Background: an optimization exercise with open tools, aiming at small area and a short achievable clock period. Do not read the settings as production practice.
RTL that was checked went through simulation tests only; none was proved equivalent to the original.

==> build 12: inputs <==
## sigma_delta_dac_3rdorder
module sigma_delta_dac_3rdorder(
  input clk,
  input reset_n,
  input [15:0] d, 
  output reg q
);
wire clk_ena=1'b1;
wire [23:0] w_data_in_p0;
wire [23:0] w_data_err_p0;
wire [23:0] w_data_int_p0;
reg  [23:0] r_data_fwd_p1;
assign w_data_in_p0  = { {5{!d[15]}}, d[14:0],4'b0 };
assign w_data_err_p0 = w_data_in_p0 - w_data_qt_p2;
assign w_data_int_p0 = { {3{w_data_err_p0[23]}}, w_data_err_p0[22:2] }  
                     + r_data_fwd_p1;
always @(negedge reset_n or posedge clk)
  if (!reset_n)
    r_data_fwd_p1 <= 24'd0;
  else if (clk_ena)
    r_data_fwd_p1 <= w_data_int_p0;
wire [23:0] w_data_fb1_p1;
wire [23:0] w_data_fb2_p1;
wire [23:0] w_data_lpf_p1;
reg  [23:0] r_data_lpf_p2;
assign w_data_fb1_p1 = { {3{r_data_fwd_p1[23]}}, r_data_fwd_p1[22:2] }  
                     - { {3{w_data_qt_p2[23]}},  w_data_qt_p2[22:2] };  
assign w_data_fb2_p1 = w_data_fb1_p1
                     - { {14{r_data_fwd_p2[23]}}, r_data_fwd_p2[22:13] };  
assign w_data_lpf_p1 = w_data_fb2_p1 + r_data_lpf_p2;
always @(negedge reset_n or posedge clk)
  if (!reset_n)
    r_data_lpf_p2 <= 24'd0;
  else if (clk_ena)
    r_data_lpf_p2 <= w_data_lpf_p1;
wire [23:0] w_data_fb3_p1;
wire [23:0] w_data_int_p1;
reg  [23:0] r_data_fwd_p2;
  ...
==> module sigma_delta_dac_3rdorder, before the edit <==
module sigma_delta_dac_3rdorder(
  input clk,
  input reset_n,
  input [15:0] d, 
  output reg q
);
wire clk_ena=1'b1;
wire [23:0] w_data_in_p0;
wire [23:0] w_data_err_p0;
wire [23:0] w_data_int_p0;
reg  [23:0] r_data_fwd_p1;
assign w_data_in_p0  = { {5{!d[15]}}, d[14:0],4'b0 };
assign w_data_err_p0 = w_data_in_p0 - w_data_qt_p2;
assign w_data_int_p0 = { {3{w_data_err_p0[23]}}, w_data_err_p0[22:2] }  
                     + r_data_fwd_p1;
always @(negedge reset_n or posedge clk)
  if (!reset_n)
    r_data_fwd_p1 <= 24'd0;
  else if (clk_ena)
    r_data_fwd_p1 <= w_data_int_p0;
wire [23:0] w_data_fb1_p1;
wire [23:0] w_data_fb2_p1;
wire [23:0] w_data_lpf_p1;
reg  [23:0] r_data_lpf_p2;
assign w_data_fb1_p1 = { {3{r_data_fwd_p1[23]}}, r_data_fwd_p1[22:2] }  
                     - { {3{w_data_qt_p2[23]}},  w_data_qt_p2[22:2] };  
assign w_data_fb2_p1 = w_data_fb1_p1
                     - { {14{r_data_fwd_p2[23]}}, r_data_fwd_p2[22:13] };  
assign w_data_lpf_p1 = w_data_fb2_p1 + r_data_lpf_p2;
always @(negedge reset_n or posedge clk)
  if (!reset_n)
    r_data_lpf_p2 <= 24'd0;
  else if (clk_ena)
    r_data_lpf_p2 <= w_data_lpf_p1;
wire [23:0] w_data_fb3_p1;
wire [23:0] w_data_int_p1;
reg  [23:0] r_data_fwd_p2;
assign w_data_fb3_p1 = { {2{w_data_lpf_p1[23]}}, w_data_lpf_p1[22:1] }  
                     - { {2{w_data_qt_p2[23]}},  w_data_qt_p2[22:1] };  
assign w_data_int_p1 = w_data_fb3_p1 + r_data_fwd_p2;
always @(negedge reset_n or posedge clk)
  if (!reset_n)
    r_data_fwd_p2 <= 24'd0;
  else if (clk_ena)
    r_data_fwd_p2 <= w_data_int_p1;
wire [23:0] w_data_qt_p2;
assign w_data_qt_p2 = (r_data_fwd_p2[23]) ? 24'hF00000 : 24'h100000;
always @(negedge reset_n or posedge clk)
  if (!reset_n)
    q <= 1'b0;
  else if (clk_ena)
    q <= ~r_data_fwd_p2[23];
endmodule
==> flow/config.mk <==
export PLATFORM = sky130hd
export DESIGN_NAME = sigma_delta_dac_3rdorder
export DESIGN_NICKNAME = sigma_delta_dac_3rdorder
export VERILOG_FILES = /design/flow/design.v
export SDC_FILE = /design/flow/constraint.sdc
export NUM_CORES = 4
export LEC_CHECK = 0
export CAP_MARGIN = 20
export CORE_MARGIN = 2
export CORE_UTILIZATION = 40
export SLEW_MARGIN = 20
==> flow/constraint.sdc <==
create_clock -name core_clock -period 7.0 [get_ports {clk}]
set_input_delay 1.4000 -clock core_clock [delete_from_list [all_inputs] [get_ports {clk}]]
set_output_delay 1.4000 -clock core_clock [all_outputs]
set_load 0.01 [all_outputs]
run.sh (not shown) runs the stock make flow with config.mk's settings and CLKGATE_MAP_FILE= SYNTH_SCRIPT=/design/flow/synth_recipe.tcl, a recipe that flattens the netlist after the stock synthesis.
==> trial 10 (differences from build 12) <==
==> flow/design.v (replaced) <==
module sigma_delta_dac_3rdorder(
  input clk,
  input reset_n,
  input [15:0] d,
  output reg q
);
reg  [21:0] a;
reg  [23:0] l;
reg  [23:0] f;
wire        s = f[23];
wire [21:0] a_in = { {5{~s}}, d[15], ~d[15], d[14:0] };
wire [21:0] a_nx = a + a_in;
wire [23:0] o2 = { {2{a[21]}}, a };
wire [23:0] o3 = { {5{~s}}, s, {8{~s}}, ~f[22:13] };
wire [23:0] x  = l ^ o2 ^ o3;
wire [23:0] y  = { (l[22:0] & o2[22:0]) | (l[22:0] & o3[22:0]) | (o2[22:0] & o3[22:0]), 1'b1 };
wire [24:0] l_sum = {1'b0, x} + {1'b0, y};
wire [23:0] fc = { f[23:19] + {~s, ~s, ~s, ~s, 1'b1}, f[18:0] };
wire [23:0] xs = { 1'b0, x[23:1] };
wire [23:0] ys = { 1'b0, y[23:1] };
wire [23:0] s1 = fc ^ xs ^ ys;
wire [23:0] c1 = (fc & xs) | (fc & ys) | (xs & ys);
wire [23:0] t  = s1 + { c1[22:0], x[0] };
wire [23:0] f_nx = { t[23] ^ l_sum[23] ^ l_sum[24], t[22:0] };
always @(negedge reset_n or posedge clk)
  if (!reset_n) begin
    a <= 22'd0;
    l <= 24'd0;
    f <= 24'd0;
    q <= 1'b0;
  end else begin
    a <= a_nx;
    l <= l_sum[23:0];
    f <= f_nx;
    q <= ~s;
  end
endmodule
--- a/flow/config.mk
+++ b/flow/config.mk
@@ -5,6 +5,7 @@
 export SDC_FILE = /design/flow/constraint.sdc
 export NUM_CORES = 4
 export LEC_CHECK = 0
+export ABC_AREA = 1
 export CAP_MARGIN = 20
 export CORE_MARGIN = 2
 export CORE_UTILIZATION = 40
==> notes <==
In trial 10 the die area is larger than in build 12, by about 0.3%. Between build 12 and trial 10, the lower via count is in build 12 (gap about 4%, measured against trial 10). Of trial 10 and build 12, build 12 has the higher non-clock buffer count (gap 2). Clock-buffer cell count is the same in trial 10 and build 12. In build 12 the synthesized cell count is lower than in trial 10, by about 9%. Between build 12 and trial 10, the lower area after synthesis is in build 12 (gap 0.30%, measured against trial 10). Of trial 10 and build 12, trial 10 has the higher global-route usage (gap 3.1 points).
==> figures <==
                                                            trial 10           build 12
Capturing element of the worst setup path                      f[23]  r_data_fwd_p2[23]
Insertion delay to the later sink of the worst-skew pair     0.35 ns            0.34 ns
Most instantiated library cell after synthesis               nand2_1              inv_1
Via count                                                      5,783              5,551
Number of multi-input logic gates                                660                576
Critical path startpoint                                       f[23]   r_data_fwd_p1[2]
DP Area                                                   7670 sq um         7590 sq um
Maximum achievable frequency                               0.256 GHz          0.194 GHz
Routed WL                                                    18.2 mm            15.8 mm
Endpoint required time on the critical path                  7.24 ns            7.26 ns
Area of the multi-input gates                             4750 sq um         4720 sq um
Register share of the cell area                                22.1%              22.4%
Status                              no timing/DRC/antenna violations  no timing/DRC/antenna violations
Function not checked in trial 10: the RTL went through the layout flow alone.

---

==> exp/willow <==
sigma_delta_dac_3rdorder, a different RTL version from the one above (not shown whole).
==> flow/config.mk <==
export PLATFORM = sky130hd
export DESIGN_NAME = sigma_delta_dac_3rdorder
export DESIGN_NICKNAME = sigma_delta_dac_3rdorder
export VERILOG_FILES = /design/flow/design.v
export SDC_FILE = /design/flow/constraint.sdc
export NUM_CORES = 4
export LEC_CHECK = 0
export CAP_MARGIN = 20
export CORE_MARGIN = 2
export CORE_UTILIZATION = 40
export SETUP_SLACK_MARGIN = 3.6
export SLEW_MARGIN = 20
==> flow/constraint.sdc <==
create_clock -name core_clock -period 7.0 [get_ports {clk}]
set_input_delay 1.4000 -clock core_clock [delete_from_list [all_inputs] [get_ports {clk}]]
set_output_delay 1.4000 -clock core_clock [all_outputs]
set_load 0.01 [all_outputs]
standard.sh (not shown) runs the stock make flow with config.mk's settings and CLKGATE_MAP_FILE= SYNTH_SCRIPT=/design/flow/synth_recipe.tcl, a recipe that flattens the netlist after the stock synthesis.
==> flow/flow/run.sh <==
#!/bin/bash
# The standard layout (standard.sh) with changes to how it is made:
#  - clock tree synthesis with its own options (below), without dummy loads;
#  - port buffers of the smallest buffer cell (every port still gets one);
#  - extra make settings: 
# Each tool's full output is in the ORFS logs under orfs/logs; make's own
# output is in standard.log.
bash standard.sh \
  "CTS_ARGS=-sink_clustering_enable -repair_clock_nets -buf_list sky130_fd_sc_hd__clkbuf_8 -dont_use_dummy_load" \
  "BUFFER_PORTS_ARGS=-buffer_cell sky130_fd_sc_hd__buf_1" \
   \
  finish > standard.log 2>&1
==> inputs of exp/fjord, as changes to exp/willow <==
==> flow/config.mk (replaced) <==
export PLATFORM = sky130hd
export DESIGN_NAME = sigma_delta_dac_3rdorder
export DESIGN_NICKNAME = sigma_delta_dac_3rdorder
export VERILOG_FILES = /design/flow/design.v
export SDC_FILE = /design/flow/constraint.sdc
export NUM_CORES = 4
export LEC_CHECK = 0
export CAP_MARGIN = 20
export CORE_MARGIN = 2
export CORE_UTILIZATION = 60
export SETUP_SLACK_MARGIN = 3.6
export SLEW_MARGIN = 20
export TNS_END_PERCENT = 0
==> inputs of exp/tundra, as changes to exp/willow <==
--- a/flow/design.v
+++ b/flow/design.v
@@ -225,15 +225,15 @@
 wire [23:0] xs = { 1'b0, x[23:1] };
 wire [23:0] ys = { 1'b0, y[23:1] };
 wire [23:0] s1 = fc ^ xs ^ ys;
 wire [23:0] c1 = (fc & xs) | (fc & ys) | (xs & ys);
 wire [23:0] c1s = { c1[22:0], x[0] };
 wire [23:0] t_p = s1 ^ c1s;
 wire [23:0] t_g0 = s1 & c1s;
-wire t_G1 = t_g0[1] | ((t_p[1] & s1[0]) & c1s[0]);
+wire t_G1 = t_g0[1] | (t_p[1] & t_g0[0]);
 wire t_G2 = t_g0[3] | (t_p[3] & t_g0[2]);
 wire t_P2 = t_p[3] & t_p[2];
 wire t_G3 = t_g0[5] | (t_p[5] & t_g0[4]);
 wire t_P3 = t_p[5] & t_p[4];
 wire t_G4 = t_g0[7] | (t_p[7] & t_g0[6]);
 wire t_P4 = t_p[7] & t_p[6];
 wire t_G5 = t_g0[9] | (t_p[9] & t_g0[8]);
@@ -248,106 +248,98 @@
 wire t_P9 = t_p[17] & t_p[16];
 wire t_G10 = t_g0[19] | (t_p[19] & t_g0[18]);
 wire t_P10 = t_p[19] & t_p[18];
 wire t_G11 = t_g0[21] | (t_p[21] & t_g0[20]);
 wire t_P11 = t_p[21] & t_p[20];
 wire t_G12 = t_g0[23] | (t_p[23] & t_g0[22]);
 wire t_P12 = t_p[23] & t_p[22];
-wire t_H13 = t_g0[2] | (t_p[2] & t_g0[1]);
-wire t_Q13 = t_p[2] & t_p[1];
-wire t_G14 = t_H13 | (t_Q13 & t_g0[0]);
-wire t_G15 = t_G2 | (t_P2 & t_G1);
-wire t_G16 = t_g0[6] | (t_p[6] & t_G3);
-wire t_P16 = t_p[6] & t_P3;
-wire t_G17 = t_G4 | (t_P4 & t_G3);
-wire t_P17 = t_P4 & t_P3;
-wire t_G18 = t_g0[10] | (t_p[10] & t_G5);
-wire t_P18 = t_p[10] & t_P5;
-wire t_G19 = t_G6 | (t_P6 & t_G5);
-wire t_P19 = t_P6 & t_P5;
-wire t_G20 = t_g0[14] | (t_p[14] & t_G7);
-wire t_P20 = t_p[14] & t_P7;
-wire t_G21 = t_G8 | (t_P8 & t_G7);
-wire t_P21 = t_P8 & t_P7;
-wire t_G22 = t_g0[18] | (t_p[18] & t_G9);
-wire t_P22 = t_p[18] & t_P9;
-wire t_G23 = t_G10 | (t_P10 & t_G9);
-wire t_P23 = t_P10 & t_P9;
-wire t_G24 = t_g0[22] | (t_p[22] & t_G11);
-wire t_P24 = t_p[22] & t_P11;
-wire t_G25 = t_G12 | (t_P12 & t_G11);
-wire t_P25 = t_P12 & t_P11;
-wire t_H26 = t_g0[4] | (t_p[4] & t_g0[3]);
-wire t_Q26 = t_p[4] & t_p[3];
-wire t_G27 = t_H26 | (t_Q26 & t_G14);
-wire t_G28 = t_G3 | (t_P3 & t_G15);
-wire t_G29 = t_G16 | (t_P16 & t_G15);
-wire t_G30 = t_G17 | (t_P17 & t_G15);
-wire t_G31 = t_g0[12] | (t_p[12] & t_G19);
-wire t_P31 = t_p[12] & t_P19;
-wire t_G32 = t_G7 | (t_P7 & t_G19);
-wire t_P32 = t_P7 & t_P19;
-wire t_G33 = t_G20 | (t_P20 & t_G19);
-wire t_P33 = t_P20 & t_P19;
-wire t_G34 = t_G21 | (t_P21 & t_G19);
-wire t_P34 = t_P21 & t_P19;
-wire t_G35 = t_g0[20] | (t_p[20] & t_G23);
-wire t_P35 = t_p[20] & t_P23;
-wire t_G36 = t_G11 | (t_P11 & t_G23);
-wire t_P36 = t_P11 & t_P23;
-wire t_G37 = t_G24 | (t_P24 & t_G23);
-wire t_P37 = t_P24 & t_P23;
-wire t_G38 = t_G25 | (t_P25 & t_G23);
-wire t_P38 = t_P25 & t_P23;
-wire t_H39 = t_g0[8] | (t_p[8] & t_g0[7]);
-wire t_Q39 = t_p[8] & t_p[7];
-wire t_G40 = t_H39 | (t_Q39 & t_G29);
-wire t_G41 = t_G5 | (t_P5 & t_G30);
-wire t_G42 = t_G18 | (t_P18 & t_G30);
-wire t_G43 = t_G19 | (t_P19 & t_G30);
-wire t_G44 = t_G31 | (t_P31 & t_G30);
-wire t_G45 = t_G32 | (t_P32 & t_G30);
-wire t_G46 = t_G33 | (t_P33 & t_G30);
-wire t_G47 = t_G34 | (t_P34 & t_G30);
-wire t_H48 = t_g0[16] | (t_p[16] & t_g0[15]);
-wire t_Q48 = t_p[16] & t_p[15];
-wire t_G49 = t_H48 | (t_Q48 & t_G46);
-wire t_G50 = t_G9 | (t_P9 & t_G47);
-wire t_G51 = t_G22 | (t_P22 & t_G47);
-wire t_G52 = t_G23 | (t_P23 & t_G47);
-wire t_G53 = t_G35 | (t_P35 & t_G47);
-wire t_G54 = t_G36 | (t_P36 & t_G47);
-wire t_G55 = t_G37 | (t_P37 & t_G47);
-wire t_G56 = t_G38 | (t_P38 & t_G47);
+wire t_G13 = t_g0[2] | (t_p[2] & t_G1);
+wire t_G14 = t_G2 | (t_P2 & t_G1);
+wire t_G15 = t_g0[6] | (t_p[6] & t_G3);
+wire t_P15 = t_p[6] & t_P3;
+wire t_G16 = t_G4 | (t_P4 & t_G3);
+wire t_P16 = t_P4 & t_P3;
+wire t_G17 = t_g0[10] | (t_p[10] & t_G5);
+wire t_P17 = t_p[10] & t_P5;
+wire t_G18 = t_G6 | (t_P6 & t_G5);
+wire t_P18 = t_P6 & t_P5;
+wire t_G19 = t_g0[14] | (t_p[14] & t_G7);
+wire t_P19 = t_p[14] & t_P7;
+wire t_G20 = t_G8 | (t_P8 & t_G7);
+wire t_P20 = t_P8 & t_P7;
+wire t_G21 = t_g0[18] | (t_p[18] & t_G9);
+wire t_P21 = t_p[18] & t_P9;
+wire t_G22 = t_G10 | (t_P10 & t_G9);
+wire t_P22 = t_P10 & t_P9;
+wire t_G23 = t_g0[22] | (t_p[22] & t_G11);
+wire t_P23 = t_p[22] & t_P11;
+wire t_G24 = t_G12 | (t_P12 & t_G11);
+wire t_P24 = t_P12 & t_P11;
+wire t_G25 = t_g0[4] | (t_p[4] & t_G14);
+wire t_G26 = t_G3 | (t_P3 & t_G14);
+wire t_G27 = t_G15 | (t_P15 & t_G14);
+wire t_G28 = t_G16 | (t_P16 & t_G14);
+wire t_G29 = t_g0[12] | (t_p[12] & t_G18);
+wire t_P29 = t_p[12] & t_P18;
+wire t_G30 = t_G7 | (t_P7 & t_G18);
+wire t_P30 = t_P7 & t_P18;
+wire t_G31 = t_G19 | (t_P19 & t_G18);
+wire t_P31 = t_P19 & t_P18;
+wire t_G32 = t_G20 | (t_P20 & t_G18);
+wire t_P32 = t_P20 & t_P18;
+wire t_G33 = t_g0[20] | (t_p[20] & t_G22);
+wire t_P33 = t_p[20] & t_P22;
+wire t_G34 = t_G11 | (t_P11 & t_G22);
+wire t_P34 = t_P11 & t_P22;
+wire t_G35 = t_G23 | (t_P23 & t_G22);
+wire t_P35 = t_P23 & t_P22;
+wire t_G36 = t_G24 | (t_P24 & t_G22);
+wire t_P36 = t_P24 & t_P22;
+wire t_G37 = t_g0[8] | (t_p[8] & t_G28);
+wire t_G38 = t_G5 | (t_P5 & t_G28);
+wire t_G39 = t_G17 | (t_P17 & t_G28);
+wire t_G40 = t_G18 | (t_P18 & t_G28);
+wire t_G41 = t_G29 | (t_P29 & t_G28);
+wire t_G42 = t_G30 | (t_P30 & t_G28);
+wire t_G43 = t_G31 | (t_P31 & t_G28);
+wire t_G44 = t_G32 | (t_P32 & t_G28);
+wire t_G45 = t_g0[16] | (t_p[16] & t_G44);
+wire t_G46 = t_G9 | (t_P9 & t_G44);
+wire t_G47 = t_G21 | (t_P21 & t_G44);
+wire t_G48 = t_G22 | (t_P22 & t_G44);
+wire t_G49 = t_G33 | (t_P33 & t_G44);
+wire t_G50 = t_G34 | (t_P34 & t_G44);
+wire t_G51 = t_G35 | (t_P35 & t_G44);
+wire t_G52 = t_G36 | (t_P36 & t_G44);
 wire [24:0] t;
 assign t[0] = t_p[0];
 assign t[1] = t_p[1] ^ t_g0[0];
 assign t[2] = t_p[2] ^ t_G1;
-assign t[3] = t_p[3] ^ t_G14;
-assign t[4] = t_p[4] ^ t_G15;
-assign t[5] = t_p[5] ^ t_G27;
-assign t[6] = t_p[6] ^ t_G28;
-assign t[7] = t_p[7] ^ t_G29;
-assign t[8] = t_p[8] ^ t_G30;
-assign t[9] = t_p[9] ^ t_G40;
-assign t[10] = t_p[10] ^ t_G41;
-assign t[11] = t_p[11] ^ t_G42;
-assign t[12] = t_p[12] ^ t_G43;
-assign t[13] = t_p[13] ^ t_G44;
-assign t[14] = t_p[14] ^ t_G45;
-assign t[15] = t_p[15] ^ t_G46;
-assign t[16] = t_p[16] ^ t_G47;
-assign t[17] = t_p[17] ^ t_G49;
-assign t[18] = t_p[18] ^ t_G50;
-assign t[19] = t_p[19] ^ t_G51;
-assign t[20] = t_p[20] ^ t_G52;
-assign t[21] = t_p[21] ^ t_G53;
-assign t[22] = t_p[22] ^ t_G54;
-assign t[23] = t_p[23] ^ t_G55;
-assign t[24] = t_G56;
+assign t[3] = t_p[3] ^ t_G13;
+assign t[4] = t_p[4] ^ t_G14;
+assign t[5] = t_p[5] ^ t_G25;
+assign t[6] = t_p[6] ^ t_G26;
+assign t[7] = t_p[7] ^ t_G27;
+assign t[8] = t_p[8] ^ t_G28;
+assign t[9] = t_p[9] ^ t_G37;
+assign t[10] = t_p[10] ^ t_G38;
+assign t[11] = t_p[11] ^ t_G39;
+assign t[12] = t_p[12] ^ t_G40;
+assign t[13] = t_p[13] ^ t_G41;
+assign t[14] = t_p[14] ^ t_G42;
+assign t[15] = t_p[15] ^ t_G43;
+assign t[16] = t_p[16] ^ t_G44;
+assign t[17] = t_p[17] ^ t_G45;
+assign t[18] = t_p[18] ^ t_G46;
+assign t[19] = t_p[19] ^ t_G47;
+assign t[20] = t_p[20] ^ t_G48;
+assign t[21] = t_p[21] ^ t_G49;
+assign t[22] = t_p[22] ^ t_G50;
+assign t[23] = t_p[23] ^ t_G51;
+assign t[24] = t_G52;
 always @(negedge reset_n or posedge clk)
   if (!reset_n) begin
     ao   <= 22'h200000;
     lr   <= 24'd0;
     fr   <= 23'h7fe000;
     nf23 <= 1'b1;
     q    <= 1'b0;
==> flow/config.mk (replaced) <==
export PLATFORM = sky130hd
export DESIGN_NAME = sigma_delta_dac_3rdorder
export DESIGN_NICKNAME = sigma_delta_dac_3rdorder
export VERILOG_FILES = /design/flow/design.v
export SDC_FILE = /design/flow/constraint.sdc
export NUM_CORES = 4
export LEC_CHECK = 0
export CAP_MARGIN = 20
export CORE_MARGIN = 2
export CORE_UTILIZATION = 65
export SETUP_SLACK_MARGIN = 3.6
export SLEW_MARGIN = 20
export TNS_END_PERCENT = 0
==> qor summary <==
item                                                                           exp/tundra               exp/willow                exp/fjord
Max FO, Critical Path                                                                   6                        8                        8
Mean area per synthesized cell                                                 11.2 sq um               11.2 sq um               11.2 sq um
# Post-CTS Setup Buffers                                                                6                        8                        5
Xor and xnor area share after synthesis                                            0.0817                   0.0765                   0.0765
Number of vias per cell                                                              5.57                     5.06                     5.58
Die W                                                                        96.6 microns              122 microns              101 microns
Capturing point of the worst reg2reg path                                          fr[17]                     nf23                     nf23
Inserted tap cell count                                                               105                      180                      111
Post-layout instance count excluding filler cells                                     639                      722                      643
Synthesized netlist net count                                                         646                      644                      644
Count of non-CTS buffers in the layout                                                 27                       33                       23
Total Routing Usage GR                                                              0.254                    0.170                    0.243
Final period demand of the worst path                                             3.48 ns                  3.74 ns                  3.77 ns
Number of DRC markers after the initial detailed-route iteration                       80                      116                      142
Std-Cell Core Area                                                          0.00826 sq mm             0.0138 sq mm            0.00915 sq mm
Data required time at the worst endpoint                                          7.27 ns                  7.29 ns                  7.28 ns
Netlist area before placement                                               0.00558 sq mm            0.00561 sq mm            0.00561 sq mm
Outcome                                                           complete, no violations  complete, no violations  complete, no violations
Only the layout flow was run in exp/willow and exp/fjord; the RTL was not checked for function there.

-- re-timing with driven ports --
The flow's constraints put no driver on any port. The routed layouts listed below were extracted and timed again, unchanged, in two steps. Step 1 (the two cells are an assumption about what drives the block):
set clk [get_ports {clk}]
set_driving_cell -lib_cell sky130_fd_sc_hd__clkbuf_16 $clk
set_driving_cell -lib_cell sky130_fd_sc_hd__buf_2 [delete_from_list [all_inputs] $clk]
Step 2 also shifts input and output timing later by t, the mid clock arrival at the registers, as if the neighbouring blocks saw the same clock. Slacks: no drivers / after step 1 / after step 2; pairs: no drivers / after step 1.
| run | t, ns | setup WS [ns] | worst hold slack (ns) | slew at the worst register clock pin (ns) | pins driven straight from the clock port |
|---|---|---|---|---|---|
| build 12 | 0.380 | 1.848 / 1.848 / 1.848 | 0.481 / 0.481 / 0.481 | 0.06 / 0.06 | 1 |
| trial 10 | 0.390 | 3.099 / 3.099 / 3.099 | 0.515 / 0.515 / 0.515 | 0.06 / 0.06 | 1 |
| exp/willow | 0.391 | 3.255 / 3.255 / 3.230 | 0.593 / 0.593 / 0.593 | 0.08 / 0.08 | 1 |
| exp/fjord | 0.388 | 3.232 / 3.232 / 2.962 | 0.536 / 0.536 / 0.536 | 0.08 / 0.08 | 1 |
| exp/tundra | 0.379 | 3.523 / 3.523 / 3.223 | 0.576 / 0.576 / 0.576 | 0.07 / 0.07 | 1 |
After both steps setup and hold are still met in every run listed. For exp/tundra, which loses most, drivers alone change the setup slack by 0.000 ns; drivers and shift together by -0.300 ns.
